What follows belongs to an exercise in optimizing a design on an open flow for small area; a production flow would make more cautious choices.
Function was checked by simulation only, so behaviour that the tests miss may differ from the original.
No driver is modelled on the clock port, so clocking that relies on it looks cheaper here than on a real chip.

==> flow/design.v <==
module fa(input a, input b, input c, output s, output co);
   assign s = a ^ b ^ c;
   assign co = (a & b) | (a & c) | (b & c);
endmodule
module rca24(input [23:0] a, input [23:0] b, input ci, output [23:0] s);
   wire [24:0] c;
   assign c[0] = ci;
   genvar i;
   generate
      for (i = 0; i < 24; i = i + 1) begin : bit_
         fa f(a[i], b[i], c[i], s[i], c[i+1]);
      end
   endgenerate
endmodule
module inv1(input a, output y);
   assign y = ~a;
endmodule
module maj(input a, input b, input c, output y);
   assign y = (a & b) | (a & c) | (b & c);
endmodule
module flipbit(input w, input p, input u, output o, output pn);
   assign o = w ^ (u & p);
   assign pn = p & w;
endmodule
module ha(input a, input b, output s, output co);
   assign s = a ^ b;
   assign co = a & b;
endmodule
module rca24h(input [19:0] a, input [23:0] b, input ci, output [23:0] s);
   wire [24:0] c;
   assign c[0] = ci;
   genvar i;
   generate
      for (i = 0; i < 20; i = i + 1) begin : bit_
         fa f(a[i], b[i], c[i], s[i], c[i+1]);
      end
      for (i = 20; i < 24; i = i + 1) begin : top_
         ha h(b[i], c[i], s[i], c[i+1]);
      end
   endgenerate
endmodule
module rca24o(input [23:0] a, input [19:0] b, input ci, output [23:0] s);
   wire [24:0] c;
   assign c[0] = ci;
   genvar i;
   generate
      for (i = 0; i < 20; i = i + 1) begin : bit_
         fa f(a[i], b[i], c[i], s[i], c[i+1]);
      end
      for (i = 20; i < 24; i = i + 1) begin : top_
         fa f(a[i], 1'b1, c[i], s[i], c[i+1]);
      end
   endgenerate
endmodule
module rnd(input [23:0] w, input c, output v);
   wire lo15 = &w[3:0];
   wire lo0 = ~|w[3:0];
   wire s = w[23] ^ (c & (&w[22:0]));           
   wire nz = ~((lo0 & ~c) | (lo15 & c));         
   assign v = (c & lo15) | (~s & nz);
endmodule
module blink(input signed [23:0] ins, output signed [23:0] outs,
             output signed [23:0] peak_out, output valid_out,
             input clk, input rst);
   reg [23:0] h1, a2n, z3n, z4n, qqn;
   reg r1d, ud;
   wire b1 = ~r1d;
   function [23:0] sh;
      input [23:0] x;
      sh = {{4{x[23]}}, x[23:4]};
   endfunction
   wire [23:0] a2 = ~a2n;
   wire [23:0] z3 = ~z3n;
   wire [23:0] z4 = ~z4n;
   wire [23:0] qq = ~qqn;
   wire [23:0] g2;
   rca24o a_g2(a2, {a2[23], a2n[22:4]}, r1d, g2);
   wire v3, v4;
   rnd n_3(z3, ud, v3);
   rnd n_4(z4, ud, v4);
   wire [23:0] g3;
   rca24o a_g3(z3, {z3[23], z3n[22:4]}, ud, g3);
   wire rq = ~qq[23] & (|qq[3:0]);
   wire [23:0] gq;
   rca24 a_gq(qq, sh(qqn), ~rq, gq);
   wire [23:0] y1;
   rca24 a_y1(ins, h1, b1, y1);
   wire r1 = ~y1[23] & (|y1[3:0]);
   wire [23:0] m1n;
   wire [23:0] y1n = ~y1;
   rca24 a_m1(y1n, sh(y1), 1'b1, m1n);
   wire [23:0] a;
   rca24h a_a({y1n[23], y1[22:4]}, g2, ~ud, a);
   wire u;
   rnd n_2(a, r1, u);
   wire [23:0] z;
   rca24h a_z({~a[23], a[22:4]}, g3, ~v3, z);
   wire [23:0] t;
   rca24 a_t(z, sh(z4n), ~v4, t);
   wire [23:0] z4x;
   rca24 a_z4(t, z4, ud, z4x);
   wire [23:0] w;
   rca24 a_w(t, gq, 1'b0, w);
   wire [24:0] all1;
   wire [23:0] o;
   assign all1[0] = 1'b1;
   genvar j;
   generate
      for (j = 0; j < 24; j = j + 1) begin : inc_
         flipbit fb(w[j], all1[j], u, o[j], all1[j+1]);
      end
   endgenerate
   assign outs = o;
   wire rstn;
   inv1 i_rstn(rst, rstn);
   always @(posedge clk) begin
      if (rst) begin
         r1d <= 1'b0; ud <= 1'b0;
      end else begin
         r1d <= r1; ud <= u;
      end
   end
   always @(posedge clk) begin
      if (~rstn) begin
         h1 <= 24'hffffff;
         a2n <= 24'hffffff; z3n <= 24'hffffff; z4n <= 24'hffffff;
         qqn <= 24'hffffff;
      end else begin
         h1 <= ~m1n;
         a2n <= ~a; z3n <= ~z; z4n <= ~z4x;
         qqn <= ~o;
      end
   end
   reg sd, vdn;
   reg [23:0] pkn;
   wire signed [23:0] qs = qq;
   wire below = qs < 24'sd500;
   wire [24:0] gc;
   assign gc[0] = 1'b0;
   genvar m;
   generate
      for (m = 0; m < 24; m = m + 1) begin : cmp_
         if (m == 23)
            maj c(~qq[m], ~pkn[m], gc[m], gc[m+1]);
         else
            maj c(qq[m], pkn[m], gc[m], gc[m+1]);
      end
   endgenerate
   wire load = ~below & (~sd | gc[24]);
   always @(posedge clk) begin
      if (rst) begin
         sd <= 1'b0; vdn <= 1'b1;
      end else begin
         sd <= ~below;
         vdn <= ~(sd & below);
      end
   end
   always @(posedge clk)
      if (load) pkn <= qqn;
   assign peak_out = ~(pkn | {24{vdn}});
   assign valid_out = ~vdn;
endmodule
export LEC_CHECK = 0
export CAP_MARGIN = 20
export CORE_MARGIN = 2
export CORE_UTILIZATION = 78
export CTS_BUF_LIST = sky130_fd_sc_hd__clkbuf_8
export CTS_CLUSTER_DIAMETER = 200
export CTS_CLUSTER_SIZE = 40
export GPL_TIMING_DRIVEN = 0
export SLEW_MARGIN = 20
export SYNTH_HIERARCHICAL = 1
export SYNTH_MINIMUM_KEEP_SIZE = 0
create_clock -name core_clock -period 25.0 [get_ports {clk}]
standard.sh (not shown) runs the stock make flow with config.mk's settings and CLKGATE_MAP_FILE= SYNTH_SCRIPT=/design/flow/synth_recipe.tcl, a recipe that flattens the netlist after the stock synthesis.
==> flow/flow/run.sh <==
#!/bin/bash
# The standard layout (standard.sh, with the standard synthesis), with three
# changes to how it is made:
#  - every port still gets a buffer, but the smallest one (buf_1) instead of
#    the delay buffer buffer_ports picks by itself;
#  - clock tree synthesis adds no dummy loads to balance the tree;
#  - setup repair only resizes gates and swaps pins (no new buffers).
# ORFS's full output goes to standard.log here; each step's own log is kept
# under orfs/logs/.
set -euo pipefail
export BUFFER_PORTS_ARGS="-buffer_cell sky130_fd_sc_hd__buf_1"
export CTS_ARGS="-sink_clustering_enable -repair_clock_nets -dont_use_dummy_load -buf_list sky130_fd_sc_hd__clkbuf_8 -sink_clustering_size 40 -sink_clustering_max_diameter 200"
export SETUP_MOVE_SEQUENCE="unbuffer,sizeup,swap"
bash standard.sh > standard.log 2>&1
Edit:
- CORE_UTILIZATION: 78 -> 85
After rerunning:
- The new run ended with an error in 5_1_grt, error GRT-0116
- synthesized cell count does not change
- synthesized area does not change
Edit:
--- a/flow/flow/run.sh
+++ b/flow/flow/run.sh
@@ -13,0 +14 @@
+export MATCH_CELL_FOOTPRINT=0
- CORE_UTILIZATION: 85 -> 70
What happened: This time the run finished clean. Synthesized cell count is unchanged. Area after synthesis stays the same.
Edit:
--- a/flow/flow/run.sh
+++ b/flow/flow/run.sh
@@ -14 +13,0 @@
-export MATCH_CELL_FOOTPRINT=0
Result: The new run finished with timing, DRC and antenna clean; non-clock buffer count is unchanged; maximum frequency stays the same; hold slack is unchanged; utilization is unchanged; sequential cell count stays the same; global-route usage stays the same; worst setup slack does not change; die area stays the same.
Edit:
--- a/flow/flow/run.sh
+++ b/flow/flow/run.sh
@@ -12 +12 @@
-export CTS_ARGS="-sink_clustering_enable -repair_clock_nets -dont_use_dummy_load -buf_list sky130_fd_sc_hd__clkbuf_8 -sink_clustering_size 40 -sink_clustering_max_diameter 200"
+export CTS_ARGS="-sink_clustering_enable -repair_clock_nets -dont_use_dummy_load -buf_list {sky130_fd_sc_hd__clkbuf_4 sky130_fd_sc_hd__clkbuf_8} -root_buf sky130_fd_sc_hd__clkbuf_8 -sink_clustering_size 12 -sink_clustering_max_diameter 60 -sink_clustering_buffer sky130_fd_sc_hd__clkbuf_4"
Effect:
- die area does not change
- critical path depth is unchanged
- count of clock-buffer cells in the layout is unchanged
- synthesized area is unchanged
- worst setup slack does not change
- first-iteration DRC count stays the same
- cell count does not change
- clock skew does not change
- utilization stays the same
- global-route usage stays the same
- final area is unchanged
Edit:
--- a/flow/flow/run.sh
+++ b/flow/flow/run.sh
@@ -12 +12 @@
-export CTS_ARGS="-sink_clustering_enable -repair_clock_nets -dont_use_dummy_load -buf_list {sky130_fd_sc_hd__clkbuf_4 sky130_fd_sc_hd__clkbuf_8} -root_buf sky130_fd_sc_hd__clkbuf_8 -sink_clustering_size 12 -sink_clustering_max_diameter 60 -sink_clustering_buffer sky130_fd_sc_hd__clkbuf_4"
+export CTS_ARGS="-sink_clustering_enable -repair_clock_nets -dont_use_dummy_load -buf_list sky130_fd_sc_hd__clkbuf_8 -sink_clustering_size 40 -sink_clustering_max_diameter 200"
@@ -13,0 +14,2 @@
+export RECOVER_POWER=100
+export MATCH_CELL_FOOTPRINT=0
After rerunning: Final cell count does not change. Cell area is about the same. Clock-buffer cell count stays the same. Non-clock buffer count does not change. Routed wire length is lower slightly. Utilization barely changes. Fmax stays flat. Setup slack barely changes. Via count came out lower slightly.

========
// blink: RTL as listed in full above, without the edits since
==> flow/config.mk <==
export PLATFORM = sky130hd
export DESIGN_NAME = blink
export DESIGN_NICKNAME = blink
export VERILOG_FILES = /design/flow/design.v
export SDC_FILE = /design/flow/constraint.sdc
export NUM_CORES = 4
export LEC_CHECK = 0
export CAP_MARGIN = 20
export CORE_MARGIN = 2
export CORE_UTILIZATION = 70
export CTS_BUF_LIST = sky130_fd_sc_hd__clkbuf_8
export CTS_CLUSTER_DIAMETER = 200
export CTS_CLUSTER_SIZE = 40
export GPL_TIMING_DRIVEN = 0
export SLEW_MARGIN = 20
export SYNTH_HIERARCHICAL = 1
export SYNTH_MINIMUM_KEEP_SIZE = 0
==> flow/constraint.sdc <==
create_clock -name core_clock -period 25.0 [get_ports {clk}]
set_input_delay 5.0000 -clock core_clock [delete_from_list [all_inputs] [get_ports {clk}]]
set_output_delay 5.0000 -clock core_clock [all_outputs]
set_load 0.01 [all_outputs]
==> flow/flow/run.sh <==
#!/bin/bash
# The standard layout, with two changes to how it is made:
#  - every port still gets a buffer, but the smallest one (buf_1) instead of
#    the delay buffer buffer_ports picks by itself;
#  - clock tree synthesis adds no dummy loads to balance the tree.
set -euo pipefail
export BUFFER_PORTS_ARGS="-buffer_cell sky130_fd_sc_hd__buf_1"
export CTS_ARGS="-sink_clustering_enable -repair_clock_nets -dont_use_dummy_load -buf_list sky130_fd_sc_hd__clkbuf_8 -sink_clustering_size 40 -sink_clustering_max_diameter 200"
export SETUP_MOVE_SEQUENCE="unbuffer,sizeup,swap"
bash standard.sh > standard.log 2>&1
The first run went through all stages and came out clean.
Edit:
==> flow/flow/run.sh (replaced) <==
#!/bin/bash
# The standard layout (standard.sh, with the standard synthesis), with three
# changes to how it is made:
#  - every port still gets a buffer, but the smallest one (buf_1) instead of
#    the delay buffer buffer_ports picks by itself;
#  - clock tree synthesis adds no dummy loads to balance the tree;
#  - setup repair only resizes gates and swaps pins (no new buffers).
# ORFS's full output goes to standard.log here; each step's own log is kept
# under orfs/logs/.
set -euo pipefail
export BUFFER_PORTS_ARGS="-buffer_cell sky130_fd_sc_hd__buf_1"
export CTS_ARGS="-repair_clock_nets -dont_use_dummy_load -buf_list sky130_fd_sc_hd__clkbuf_8"
export SETUP_MOVE_SEQUENCE="unbuffer,sizeup,swap"
bash standard.sh > standard.log 2>&1
Area after synthesis does not change.
Core utilization does not change.
Worst hold slack does not change.
Cell count does not change.
Worst setup slack is unchanged.
Non-clock buffer count does not change.
Fmax stays the same.
Clock-buffer cell count is unchanged.
Global-route usage is unchanged.
Routed wire length is unchanged.

========
Another version of the RTL of blink (not shown whole).
Size in the first run: ~75 I/O pins, about 0.0099 mm2 of cells after synthesis.
export LEC_CHECK = 0
export CAP_MARGIN = 20
export CORE_MARGIN = 2
export CORE_UTILIZATION = 70
export CTS_BUF_LIST = sky130_fd_sc_hd__clkbuf_8
export CTS_CLUSTER_DIAMETER = 200
export CTS_CLUSTER_SIZE = 40
export GPL_TIMING_DRIVEN = 0
export SLEW_MARGIN = 20
export SYNTH_HIERARCHICAL = 1
export SYNTH_MINIMUM_KEEP_SIZE = 0
create_clock -name core_clock -period 25.0 [get_ports {clk}]
==> flow/flow/run.sh <==
#!/bin/bash
# The standard layout (standard.sh, with the standard synthesis), with four
# changes to how it is made:
#  - every port still gets a buffer, but the smallest one (buf_1) instead of
#    the delay buffer buffer_ports picks by itself;
#  - clock tree synthesis adds no dummy loads to balance the tree;
#  - setup repair only resizes gates and swaps pins (no new buffers);
#  - after clock tree synthesis, post_cts.tcl swaps leaf clock buffers for
#    the smaller clkbuf_4 where the flip-flops they drive keep a clock slew
#    under 100 ps.
# ORFS's full output goes to standard.log here; each step's own log is kept
# under orfs/logs/.
set -euo pipefail
export BUFFER_PORTS_ARGS="-buffer_cell sky130_fd_sc_hd__buf_1"
export CTS_ARGS="-sink_clustering_enable -repair_clock_nets -dont_use_dummy_load -buf_list sky130_fd_sc_hd__clkbuf_8 -sink_clustering_size 40 -sink_clustering_max_diameter 200"
export SETUP_MOVE_SEQUENCE="unbuffer,sizeup,swap"
export POST_CTS_TCL=$PWD/flow/post_cts.tcl
bash standard.sh > standard.log 2>&1
==> flow/flow/post_cts.tcl <==
estimate_parasitics -placement
set small [get_lib_cells sky130_fd_sc_hd__clkbuf_4]
set kept 0
foreach inst [get_cells -filter "ref_name == sky130_fd_sc_hd__clkbuf_8"] {
  set out [get_pins -of_objects $inst -filter "direction == output"]
  set net [get_nets -of_objects $out]
  set loads [get_pins -of_objects $net -filter "direction == input"]
  set all_ff 1
  foreach l $loads {
    if { ![string match "*dfxtp*" [get_property [get_cells -of_objects $l] ref_name]] && ![string match "*edfxtp*" [get_property [get_cells -of_objects $l] ref_name]] } { set all_ff 0 }
  }
  if { !$all_ff } { continue }
  replace_cell $inst $small
  estimate_parasitics -placement
  set worst 0
  foreach l $loads {
    set s [expr max([get_property $l slew_max_rise], [get_property $l slew_max_fall])]
    if { $s > $worst } { set worst $s }
  }
  if { $worst > 0.100 } {
    replace_cell $inst [get_lib_cells sky130_fd_sc_hd__clkbuf_8]
    estimate_parasitics -placement
  } else {
    incr kept
  }
  puts "clock buffer [get_full_name $inst]: [llength $loads] loads, worst slew $worst"
}
puts "clock buffers made smaller: $kept"
detailed_placement
Next try:
--- a/flow/flow/run.sh
+++ b/flow/flow/run.sh
@@ -8,5 +8,5 @@
 #  - after clock tree synthesis, post_cts.tcl swaps leaf clock buffers for
 #    the smaller clkbuf_4 where the flip-flops they drive keep a clock slew
-#    under 100 ps.
+#    under 112 ps.
 # ORFS's full output goes to standard.log here; each step's own log is kept
 # under orfs/logs/.
--- a/flow/flow/post_cts.tcl
+++ b/flow/flow/post_cts.tcl
@@ -18,5 +18,5 @@
     if { $s > $worst } { set worst $s }
   }
-  if { $worst > 0.100 } {
+  if { $worst > 0.112 } {
     replace_cell $inst [get_lib_cells sky130_fd_sc_hd__clkbuf_8]
     estimate_parasitics -placement
The new run went through all stages and came out clean.
Non-clock buffer count stays the same.
Clock skew rises by 0.0064 ns.
Design area hardly moves.
Routed wire length hardly moves.
Count of clock-buffer cells in the layout does not change.
Setup slack improves by 0.0035 ns.
Via count stays flat.
Flip-flop and latch count is unchanged.
Worst hold slack is about the same.
Next try:
==> flow/flow/run.sh (replaced) <==
#!/bin/bash
# The standard layout (standard.sh, with the standard synthesis), with three
# changes to how it is made:
#  - every port still gets a buffer, but the smallest one (buf_1) instead of
#    the delay buffer buffer_ports picks by itself;
#  - clock tree synthesis adds no dummy loads to balance the tree;
#  - setup repair only resizes gates and swaps pins (no new buffers).
# ORFS's full output goes to standard.log here; each step's own log is kept
# under orfs/logs/.
set -euo pipefail
export BUFFER_PORTS_ARGS="-buffer_cell sky130_fd_sc_hd__buf_1"
export CTS_ARGS="-sink_clustering_enable -repair_clock_nets -dont_use_dummy_load -buf_list sky130_fd_sc_hd__clkbuf_8 -sink_clustering_size 40 -sink_clustering_max_diameter 200 -distance_between_buffers 500 -branching_point_buffers_distance 500"
export SETUP_MOVE_SEQUENCE="unbuffer,sizeup,swap"
bash standard.sh > standard.log 2>&1
removed: flow/flow/post_cts.tcl
=> The changed run completed with no timing, DRC or antenna violations. Via count hardly moves. Maximum frequency barely changes. Final area increases by 0.65%. Sequential cell count is unchanged. Register-to-register slack gets better by 0.02 ns. Non-clock buffer count stays the same. Worst setup slack improves by 0.016 ns. Die area is unchanged. Synthesized area stays the same.
Next try:
--- a/flow/flow/run.sh
+++ b/flow/flow/run.sh
@@ -10,5 +10,5 @@
 set -euo pipefail
 export BUFFER_PORTS_ARGS="-buffer_cell sky130_fd_sc_hd__buf_1"
-export CTS_ARGS="-sink_clustering_enable -repair_clock_nets -dont_use_dummy_load -buf_list sky130_fd_sc_hd__clkbuf_8 -sink_clustering_size 40 -sink_clustering_max_diameter 200 -distance_between_buffers 500 -branching_point_buffers_distance 500"
+export CTS_ARGS="-sink_clustering_enable -repair_clock_nets -dont_use_dummy_load -buf_list sky130_fd_sc_hd__clkbuf_8 -sink_clustering_size 40 -sink_clustering_max_diameter 200"
 export SETUP_MOVE_SEQUENCE="unbuffer,sizeup,swap"
 bash standard.sh > standard.log 2>&1
=> The new run passed the timing, DRC and antenna checks; die area stays the same; cell count does not change.
Next try:
--- a/flow/flow/run.sh
+++ b/flow/flow/run.sh
@@ -12,3 +12,4 @@
 export CTS_ARGS="-sink_clustering_enable -repair_clock_nets -dont_use_dummy_load -buf_list sky130_fd_sc_hd__clkbuf_8 -sink_clustering_size 40 -sink_clustering_max_diameter 200"
 export SETUP_MOVE_SEQUENCE="unbuffer,sizeup,swap"
+export POST_CTS_TCL=$PWD/flow/post_cts.tcl
 bash standard.sh > standard.log 2>&1
==> flow/flow/post_cts.tcl (new file) <==
estimate_parasitics -placement
set small [get_lib_cells sky130_fd_sc_hd__clkbuf_4]
set kept 0
foreach inst [get_cells -filter "ref_name == sky130_fd_sc_hd__clkbuf_8"] {
  set out [get_pins -of_objects $inst -filter "direction == output"]
  set net [get_nets -of_objects $out]
  set loads [get_pins -of_objects $net -filter "direction == input"]
  set all_ff 1
  foreach l $loads {
    if { ![string match "*dfxtp*" [get_property [get_cells -of_objects $l] ref_name]] && ![string match "*edfxtp*" [get_property [get_cells -of_objects $l] ref_name]] } { set all_ff 0 }
  }
  if { !$all_ff } { continue }
  replace_cell $inst $small
  estimate_parasitics -placement
  set worst 0
  foreach l $loads {
    set s [expr max([get_property $l slew_max_rise], [get_property $l slew_max_fall])]
    if { $s > $worst } { set worst $s }
  }
  if { $worst > 100e-12 && $worst > 0.100 } {
    replace_cell $inst [get_lib_cells sky130_fd_sc_hd__clkbuf_8]
    estimate_parasitics -placement
  } else {
    incr kept
  }
  puts "clock buffer [get_full_name $inst]: [llength $loads] loads, worst slew $worst"
}
puts "clock buffers made smaller: $kept"
detailed_placement
Outcome:
- routed wire length stays flat
- hold slack improves by 0.013 ns
- cell area falls slightly
- die area is unchanged
- clock skew rises by 0.0070 ns
- maximum frequency is about the same
- non-clock buffer count is unchanged

[separate check: timing with driven ports]
In the flow no input, the clock included, has a driving cell. The finished layouts below were timed again as built, in two steps.
Step 1: set_driving_cell puts a clkbuf_16 on clk and a buf_2 on each other input, an assumption about the parent block.
Step 2 also shifts input and output timing later by t, the mid clock arrival at the registers, as if the neighbouring blocks saw the same clock.
Slacks: no drivers / after step 1 / after step 2; pairs: no drivers / after step 1.
run | t (ns) | slack for setup (ns) | worst hold slack (ns) | worst data-port slew with drivers (ns) | cell pins on the clock port's net
the first run of note 1 | 0.506 | 0.309 / 0.289 / 0.289 | 0.424 / 0.424 / 0.424 | 0.03 | 1
the third run of note 1 | 0.485 | 0.351 / 0.330 / 0.330 | 0.461 / 0.461 / 0.461 | 0.03 | 1
the fourth run of note 1 | 0.485 | 0.351 / 0.330 / 0.330 | 0.461 / 0.461 / 0.461 | 0.03 | 1
the fifth run of note 1 | 0.485 | 0.351 / 0.330 / 0.330 | 0.461 / 0.461 / 0.461 | 0.03 | 1
the sixth run of note 1 | 0.488 | 0.350 / 0.329 / 0.329 | 0.461 / 0.461 / 0.461 | 0.03 | 1
the first run of note 2 | 0.485 | 0.351 / 0.330 / 0.330 | 0.461 / 0.461 / 0.461 | 0.03 | 1
the second run of note 2 | 0.485 | 0.351 / 0.330 / 0.330 | 0.461 / 0.461 / 0.461 | 0.03 | 1
the first run of note 3 | 0.474 | 0.595 / 0.574 / 0.574 | 0.466 / 0.466 / 0.466 | 0.03 | 1
the second run of note 3 | 0.466 | 0.598 / 0.577 / 0.577 | 0.463 / 0.463 / 0.463 | 0.03 | 1
the third run of note 3 | 0.508 | 0.614 / 0.593 / 0.593 | 0.454 / 0.454 / 0.454 | 0.03 | 1
the fourth run of note 3 | 0.490 | 0.603 / 0.582 / 0.582 | 0.453 / 0.453 / 0.453 | 0.03 | 1
the fifth run of note 3 | 0.474 | 0.595 / 0.574 / 0.574 | 0.466 / 0.466 / 0.466 | 0.03 | 1
After both steps every run listed still meets setup and hold.
